What follows belongs to an exercise in optimizing a design on an open flow for small area and a short achievable clock period; a production flow would make more cautious choices.
Function was checked by simulation only, so behaviour that the tests miss may differ from the original.
No activity file was given, so power comes from the tool's default toggle rates.

==> flow/design.v <==
module framer_o(
    input mclk,  
    input wclk,
    input [23:0] chan1,
    input [23:0] chan2,
    input [23:0] chan3,
    input [23:0] chan4,
    input [23:0] chan5,
    input [23:0] chan6,
    input [23:0] chan7,
    input [23:0] chan8,
    input [3:0] user,
    output reg adat
);
reg       t;
reg [2:0] j;
reg [4:0] m;
reg       plr;
reg [7:0] pn;
wire fs = wclk & ~plr;
wire [23:0] a;
wire [7:0]  b;
adat_dec dec (.t(t), .j(j), .m(m), .a(a), .b(b));
wire [23:0] ch [0:7];
assign ch[0] = chan1; assign ch[1] = chan2; assign ch[2] = chan3; assign ch[3] = chan4;
assign ch[4] = chan5; assign ch[5] = chan6; assign ch[6] = chan7; assign ch[7] = chan8;
wire [7:0] pnd;
genvar c;
generate
    for (c = 0; c < 8; c = c + 1) begin : g_ch
        adat_chsel sel (.d(ch[c]), .a(a), .b(b[c]), .yn(pnd[c]));
    end
endgenerate
wire cb;
adat_const cst (.t(t), .j(j), .m(m), .user(user), .y(cb));
wire [8:0] qn;
adat_inc inc (.q({t, j, m}), .qn(qn));
always @(posedge mclk) begin
    plr <= wclk;
    pn <= pnd;
    {t, j, m} <= fs ? 9'd1 : qn;
    if (cb | ~&pn)
        adat <= ~adat;
end
endmodule
module adat_dec (
    input t,
    input [2:0] j,
    input [4:0] m,
    output [23:0] a,
    output [7:0] b
);
genvar i;
generate
    for (i = 0; i < 24; i = i + 1) begin : g_a
        assign a[i] = (m == (i / 4) * 5 + (i % 4) + 1);
    end
    for (i = 0; i < 8; i = i + 1) begin : g_b
        assign b[i] = ~t & (j == i);
    end
endgenerate
endmodule
module adat_chsel (
    input [23:0] d,
    input [23:0] a,
    input b,
    output yn
);
wire [7:0] y;
wire [1:0] o;
genvar i;
generate
    for (i = 0; i < 8; i = i + 1) begin : g_aoi
        adat_aoi222 u (.a0(d[3*i]), .s0(a[3*i]), .a1(d[3*i+1]), .s1(a[3*i+1]),
                       .a2(d[3*i+2]), .s2(a[3*i+2]), .y(y[i]));
    end
endgenerate
adat_nand4 n0 (.a(y[3:0]), .y(o[0]));
adat_nand4 n1 (.a(y[7:4]), .y(o[1]));
adat_oai21 f (.a(o), .b(b), .y(yn));
endmodule
module adat_aoi222 (
    input a0, s0, a1, s1, a2, s2,
    output y
);
assign y = ~((a0 & s0) | (a1 & s1) | (a2 & s2));
endmodule
module adat_nand4 (
    input [3:0] a,
    output y
);
assign y = ~&a;
endmodule
module adat_oai21 (
    input [1:0] a,
    input b,
    output y
);
assign y = ~((a[0] | a[1]) & b);
endmodule
module adat_const (
    input t,
    input [2:0] j,
    input [4:0] m,
    input [3:0] user,
    output reg y
);
always @* begin
    if (t)
        y = user[3];                                    
    else if (m == 5'd0)
        y = (j == 3'd0) ? user[3] : 1'b0;               
    else if (m < 5'd30)
        y = (m == 5'd1) || (m == 5'd6) || (m == 5'd11) ||
            (m == 5'd16) || (m == 5'd21) || (m == 5'd26);  
    else if (m == 5'd30)
        y = (j == 3'd6) ? 1'b1 : (j == 3'd7) ? user[1] : 1'b0;  
    else
        y = (j == 3'd0) ? 1'b1 : (j == 3'd6) ? user[0] :
            (j == 3'd7) ? user[2] : 1'b0;               
end
endmodule
module adat_inc (
    input [8:0] q,
    output reg [8:0] qn
);
wire       t = q[8];
wire [2:0] j = q[7:5];
wire [4:0] m = q[4:0];
always @* begin
    qn = {t, j, m + 5'd1};
    if (t)
        qn = q + 9'd1;
    else if (m == 5'd29)
        qn = {1'b0, j + 3'd1, (j == 3'd7) ? 5'd30 : 5'd0};
    else if (m == 5'd31)
        qn = {j == 3'd7, j + 3'd1, (j == 3'd7) ? 5'd0 : 5'd30};
end
endmodule
clock: 6.0 ns
lec_check: 0
cap_margin: 20
core_margin: 2
core_utilization: 40
place_density: 0.6
setup_slack_margin: 0.2
slew_margin: 20
synth_hierarchical: 1
standard.sh (not shown) runs the stock make flow with config.mk's settings and CLKGATE_MAP_FILE= SYNTH_SCRIPT=/design/flow/synth_recipe.tcl, a recipe that flattens the netlist after the stock synthesis.
==> flow/flow/run.sh <==
#!/bin/bash
# The standard layout, with plain buf_1 cells as the port buffers
set -euo pipefail
bash standard.sh "BUFFER_PORTS_ARGS=-buffer_cell sky130_fd_sc_hd__buf_1" finish > standard_flow.log 2>&1
Next try:
==> flow/run.sh (new file) <==
#!/bin/bash
# synth_recipe.tcl (not shown) runs the flow's synth.tcl, then flattens the netlist and writes it again
# the make line also repeats each setting of config.mk as NAME=value (left out here)
make -C /OpenROAD-flow-scripts/flow DESIGN_CONFIG=/design/flow/config.mk WORK_HOME=/design/flow/orfs CLKGATE_MAP_FILE= SYNTH_SCRIPT=/design/flow/synth_recipe.tcl finish
removed: flow/flow/run.sh
removed: flow/standard.sh
What happened: Cell area increases by well over a third. Setup slack got worse by 0.37 ns. Power rose by about a fifth. Global-route usage is higher by 6.5 points.

---

Another version of the RTL of framer_o (not shown whole).
Size: roughly 1800 um2 of cells after synthesis.
// framer_o
module framer_o(
    input mclk,  
    input wclk,
    input [23:0] chan1,
    input [23:0] chan2,
    input [23:0] chan3,
    input [23:0] chan4,
    input [23:0] chan5,
    input [23:0] chan6,
    input [23:0] chan7,
    input [23:0] chan8,
    input [3:0] user,
    output reg adat
);
reg [4:0] c;
reg [2:0] h;
reg [2:0] r;
reg plr;
reg [7:0] pn;
wire [7:0] pnd;
wire fs = wclk & ~plr;
wire [23:0] a;    
wire [7:0]  b;    
adat_dec dec (.c(c), .h(h), .r(r), .a(a), .b(b));
wire y0_0;
adat_aoi222 u0_0 (.a0(chan1[0]), .s0(a[0]), .a1(chan1[1]), .s1(a[1]), .a2(chan1[2]), .s2(a[2]), .y(y0_0));
wire y0_1;
adat_aoi222 u0_1 (.a0(chan1[3]), .s0(a[3]), .a1(chan1[4]), .s1(a[4]), .a2(chan1[5]), .s2(a[5]), .y(y0_1));
wire y0_2;
adat_aoi222 u0_2 (.a0(chan1[6]), .s0(a[6]), .a1(chan1[7]), .s1(a[7]), .a2(chan1[8]), .s2(a[8]), .y(y0_2));
wire y0_3;
adat_aoi222 u0_3 (.a0(chan1[9]), .s0(a[9]), .a1(chan1[10]), .s1(a[10]), .a2(chan1[11]), .s2(a[11]), .y(y0_3));
wire y0_4;
adat_aoi222 u0_4 (.a0(chan1[12]), .s0(a[12]), .a1(chan1[13]), .s1(a[13]), .a2(chan1[14]), .s2(a[14]), .y(y0_4));
wire y0_5;
adat_aoi222 u0_5 (.a0(chan1[15]), .s0(a[15]), .a1(chan1[16]), .s1(a[16]), .a2(chan1[17]), .s2(a[17]), .y(y0_5));
wire y0_6;
adat_aoi222 u0_6 (.a0(chan1[18]), .s0(a[18]), .a1(chan1[19]), .s1(a[19]), .a2(chan1[20]), .s2(a[20]), .y(y0_6));
wire y0_7;
adat_aoi222 u0_7 (.a0(chan1[21]), .s0(a[21]), .a1(chan1[22]), .s1(a[22]), .a2(chan1[23]), .s2(a[23]), .y(y0_7));
wire o0_0, o0_1;
adat_nand4 n0_0 (.a({y0_0, y0_1, y0_2, y0_3}), .y(o0_0));
adat_nand4 n0_1 (.a({y0_4, y0_5, y0_6, y0_7}), .y(o0_1));
adat_oai21 f0 (.a({o0_1, o0_0}), .b(b[0]), .y(pnd[0]));
wire y1_0;
adat_aoi222 u1_0 (.a0(chan2[0]), .s0(a[0]), .a1(chan2[1]), .s1(a[1]), .a2(chan2[2]), .s2(a[2]), .y(y1_0));
wire y1_1;
adat_aoi222 u1_1 (.a0(chan2[3]), .s0(a[3]), .a1(chan2[4]), .s1(a[4]), .a2(chan2[5]), .s2(a[5]), .y(y1_1));
wire y1_2;
adat_aoi222 u1_2 (.a0(chan2[6]), .s0(a[6]), .a1(chan2[7]), .s1(a[7]), .a2(chan2[8]), .s2(a[8]), .y(y1_2));
wire y1_3;
adat_aoi222 u1_3 (.a0(chan2[9]), .s0(a[9]), .a1(chan2[10]), .s1(a[10]), .a2(chan2[11]), .s2(a[11]), .y(y1_3));
wire y1_4;
  ...
export LEC_CHECK = 0
export CAP_MARGIN = 20
export CORE_MARGIN = 2
export CORE_UTILIZATION = 40
export PLACE_DENSITY = 0.6
export SETUP_SLACK_MARGIN = 4.1
export SLEW_MARGIN = 20
export SYNTH_HIERARCHICAL = 1
create_clock -name core_clock -period 6.0 [get_ports {mclk}]
==> flow/flow/run.sh <==
#!/bin/bash
# The standard layout, with plain buf_1 cells as the port buffers, each
# group of 12 channel input pins kept together (flow/io.tcl) and no dummy
# loads in the clock tree
set -euo pipefail
bash standard.sh "BUFFER_PORTS_ARGS=-buffer_cell sky130_fd_sc_hd__buf_1" \
  "IO_CONSTRAINTS=$PWD/flow/io.tcl" \
  "CTS_ARGS=-sink_clustering_enable -repair_clock_nets -dont_use_dummy_load" \
  finish > standard_flow.log 2>&1
==> flow/flow/io.tcl <==
# Keep each group of 12 input pins that one NAND4 of the selection logic
# collects together, in bit order.
for {set c 1} {$c <= 8} {incr c} {
  for {set g 0} {$g < 2} {incr g} {
    set names {}
    for {set i [expr {12 * $g}]} {$i < [expr {12 * $g + 12}]} {incr i} {
      lappend names "chan${c}\[$i\]"
    }
    set_io_pin_constraint -group -order -pin_names $names
  }
}
Rerun with:
==> flow/flow/run.sh (replaced) <==
#!/bin/bash
# The standard layout, with plain buf_1 cells as the port buffers
set -euo pipefail
bash standard.sh "BUFFER_PORTS_ARGS=-buffer_cell sky130_fd_sc_hd__buf_1" finish > standard_flow.log 2>&1
Settings changed: PLACE_DENSITY 0.6 to 0.5.
removed: flow/flow/io.tcl
Synthesized area does not change. Critical path depth is unchanged. Setup slack gets worse by 0.038 ns. Global-route usage came out higher by 2.9 points. Clock power came out higher by 11%. Core utilization came out lower by 0.77 points. Die area is unchanged.
Rerun with:
Settings changed: CAP_MARGIN 20 to 0, PLACE_DENSITY 0.5 to 0.6, SLEW_MARGIN 20 to 0.
Result: Routed wire length fell by 2.0%; synthesized area does not change; global-route usage fell by 0.20 points; total power decreases by about 0.34%; utilization rises by 0.37 points; worst setup slack got worse by 0.034 ns; design area came out higher by 0.60%; critical path depth stays the same.
Rerun with:
Settings changed: CAP_MARGIN 0 to 20, CORE_UTILIZATION 40 to 44, PLACE_DENSITY 0.6 to 0.65, SLEW_MARGIN 0 to 20.
The new run produced a clean layout.
Final area drops by 0.46%.
Final cell count drops by 0.43%.
Power is about the same.
First-iteration DRC count climbs by 7.9%.
Combinational power is about the same.

---

framer_o again, from the RTL that the note above started with.
// framer_o
module framer_o(
    input mclk,  
    input wclk,
    input [23:0] chan1,
    input [23:0] chan2,
    input [23:0] chan3,
    input [23:0] chan4,
    input [23:0] chan5,
    input [23:0] chan6,
    input [23:0] chan7,
    input [23:0] chan8,
    input [3:0] user,
    output reg adat
);
clock: 6.0 ns
lec_check: 0
cap_margin: 20
core_margin: 2
core_utilization: 40
place_density: 0.6
setup_slack_margin: 3.95
slew_margin: 20
synth_hierarchical: 1
==> flow/flow/run.sh <==
#!/bin/bash
# The standard layout, with plain buf_1 cells as the port buffers and
# each channel's input pins kept together (flow/io.tcl)
set -euo pipefail
bash standard.sh "BUFFER_PORTS_ARGS=-buffer_cell sky130_fd_sc_hd__buf_1" \
  "IO_CONSTRAINTS=$PWD/flow/io.tcl" \
  finish > standard_flow.log 2>&1
==> flow/flow/io.tcl <==
# Keep each channel's input pins together, in bit order, so that each
# channel's selection logic can sit next to its pins.
for {set c 1} {$c <= 8} {incr c} {
  set names {}
  for {set i 0} {$i < 24} {incr i} {
    lappend names "chan${c}\[$i\]"
  }
  set_io_pin_constraint -group -order -pin_names $names
}
The first run produced a clean layout.
Change:
==> flow/flow/io.tcl (replaced) <==
# Keep each group of 12 input pins that one NAND4 of the selection logic
# collects together, in bit order.
for {set c 1} {$c <= 8} {incr c} {
  for {set g 0} {$g < 2} {incr g} {
    set names {}
    for {set i [expr {12 * $g}]} {$i < [expr {12 * $g + 12}]} {incr i} {
      lappend names "chan${c}\[$i\]"
    }
    set_io_pin_constraint -group -order -pin_names $names
  }
}
--- a/flow/config.mk
+++ b/flow/config.mk
@@ -10,5 +10,5 @@
 export CORE_UTILIZATION = 40
 export PLACE_DENSITY = 0.6
-export SETUP_SLACK_MARGIN = 3.95
+export SETUP_SLACK_MARGIN = 4.1
 export SLEW_MARGIN = 20
 export SYNTH_HIERARCHICAL = 1
Result: The changed run finished with timing, DRC and antenna clean. Wire length decreases by 15%. Clock skew is about the same. Worst setup slack gets better by 0.094 ns. Sequential cell count stays the same. Power hardly moves. Die area stays the same. Hold slack gets better by 0.060 ns. Final area grows by 0.78%.
Change:
==> flow/flow/run.sh (replaced) <==
#!/bin/bash
# The standard layout, with plain buf_1 cells as the port buffers
set -euo pipefail
bash standard.sh "BUFFER_PORTS_ARGS=-buffer_cell sky130_fd_sc_hd__buf_1" finish > standard_flow.log 2>&1
--- a/flow/config.mk
+++ b/flow/config.mk
@@ -9,5 +9,5 @@
 export CORE_MARGIN = 2
 export CORE_UTILIZATION = 40
-export PLACE_DENSITY = 0.6
+export PLACE_DENSITY = 0.75
 export SETUP_SLACK_MARGIN = 4.1
 export SLEW_MARGIN = 20
removed: flow/flow/io.tcl
Result: The new run produced a clean layout; worst setup slack degrades by 0.083 ns; combinational power stays flat; core utilization is lower by 0.66 points; clock power is higher by 5.2%.

---

Setup of before:
Another version of the RTL of framer_o (not shown whole).
Size: ~220 cells after synthesis, about 200 I/O pins.
clock: 6.0 ns
lec_check: 0
cap_margin: 20
core_margin: 2
core_utilization: 48
place_density: 0.7
setup_slack_margin: 4.2
slew_margin: 20
synth_hierarchical: 1
==> flow/flow/run.sh <==
#!/bin/bash
# The standard layout, with plain buf_1 cells as the port buffers
set -euo pipefail
bash standard.sh "BUFFER_PORTS_ARGS=-buffer_cell sky130_fd_sc_hd__buf_1" finish > standard_flow.log 2>&1
before | status: complete | timing, DRC, antenna: pass
The following lists how after was set up differently from before:
Settings: CORE_UTILIZATION: 48 -> 40; SETUP_SLACK_MARGIN: 4.2 -> 4.1; PLACE_DENSITY: 0.7 -> 0.6.
## What came out
For before, the launching instance or port of the critical path was chan5[15], unlike after, where it was chan7[16].
Summary of after over before: wire length down 240 µm; core utilization moved down; first-pass GRT wire length +0.85%.
Cell area | after vs before | after larger

---

## job 4280
RTL: one of the versions met above, not the one the previous note started from.
Size: ~210 cells after synthesis, about 21 flip-flops, ~200 I/O pins.
export LEC_CHECK = 0
export CAP_MARGIN = 20
export CORE_MARGIN = 2
export CORE_UTILIZATION = 40
export PLACE_DENSITY = 0.6
export SETUP_SLACK_MARGIN = 4.1
export SLEW_MARGIN = 20
export SYNTH_HIERARCHICAL = 1
create_clock -name core_clock -period 6.0 [get_ports {mclk}]
==> flow/flow/run.sh <==
#!/bin/bash
# The standard layout, with plain buf_1 cells as the port buffers and no
# dummy loads in the clock tree
set -euo pipefail
bash standard.sh "BUFFER_PORTS_ARGS=-buffer_cell sky130_fd_sc_hd__buf_1" \
  "CTS_ARGS=-sink_clustering_enable -repair_clock_nets -dont_use_dummy_load" \
  finish > standard_flow.log 2>&1
> inputs changed (job 4280 -> job 4762)
==> flow/flow/run.sh <==
#!/bin/bash
# The standard layout, with plain buf_1 cells as the port buffers
set -euo pipefail
bash standard.sh "BUFFER_PORTS_ARGS=-buffer_cell sky130_fd_sc_hd__buf_1" finish > standard_flow.log 2>&1
-- flow/config.mk --
<<< job 4280, line 12
export SETUP_SLACK_MARGIN = 4.1
>>> job 4762, line 12
export SETUP_SLACK_MARGIN = 4.25
Notes after the runs:
Job 4280 → job 4762: layout-stage area growth over the synthesis result has increased; worst voltage drop across the vdd grid dropped 15%.
Comparing job 4762 against job 4280, there is no change at all in area of placed instances.
--- input diff job 4762..job 2316 ---
-- flow/config.mk --
<<< job 4762, line 12
export SETUP_SLACK_MARGIN = 4.25
>>> job 2316, line 12
export SETUP_SLACK_MARGIN = 4.1
Notes after the runs:
Synthesis-to-finish area growth: job 2316 vs job 4762 down 0.89 points. Diff job 4762 -> job 2316: leakage power total moved up, setup TNS level, number of buffers inserted during clock tree synthesis level. The higher fraction of layout instances using a drive strength above 1 came out of job 4762. Job 2316 ends up with a total power that is 0.42% lower than in job 4762. Comparing job 2316 against job 4762, there is no change at all in final global-route overflow total. Job 4762 ended up with chan1[6] as its first element of the critical path; job 2316 ended up with chan6[9]. Job 4762 → job 2316: total wire length after detailed routing now sits higher, final design area excluding fillers now sits lower. Job 4762 -> job 2316: count of inverters other than clock inverters in the layout delta 0, exact match.

==> separate check: timing with driven ports <==
How much do the figures lean on ideal ports? The routed layouts below were timed once more, with nothing changed but the port constraints. Step 1, drivers: a clkbuf_16 drives mclk and a buf_2 each remaining input, both assumed. Step 2 also shifts input and output timing later by t, the mid clock arrival at the registers, as if the neighbouring blocks saw the same clock. Three values: no drivers, after step 1, after step 2; two values: the first two.
run	t (ns)	slack for setup (ns)	worst setup path at the end	cell pins on the clock port's net
the first run of note 1	0.283	3.541 / 3.547 / 3.263	input to register	1
the second run of note 1	0.280	3.166 / 3.162 / 2.882	input to register	1
the first run of note 2	0.279	4.104 / 4.081 / 3.831	input to register	1
the second run of note 2	0.287	4.067 / 4.062 / 3.786	input to register	1
the third run of note 2	0.277	4.033 / 4.036 / 3.759	input to register	1
the fourth run of note 2	0.284	3.912 / 3.915 / 3.631	input to register	1
the first run of note 3	0.304	4.014 / 3.985 / 3.892	input to register	1
the second run of note 3	0.277	4.107 / 4.082 / 3.849	input to register	1
the third run of note 3	0.293	4.024 / 4.031 / 3.738	input to register	1
before	0.279	3.957 / 3.956 / 3.678	input to register	1
after	0.280	3.961 / 3.963 / 3.683	input to register	1
job 4280	0.279	4.027 / 4.030 / 3.751	input to register	1
job 4762	0.287	4.045 / 4.050 / 3.763	input to register	1
job 2316	0.277	4.033 / 4.036 / 3.759	input to register	1
After both steps every run listed still meets setup and hold. For the third run of note 3, which loses most, drivers alone change the setup slack by +0.007 ns; drivers and shift together by -0.286 ns.
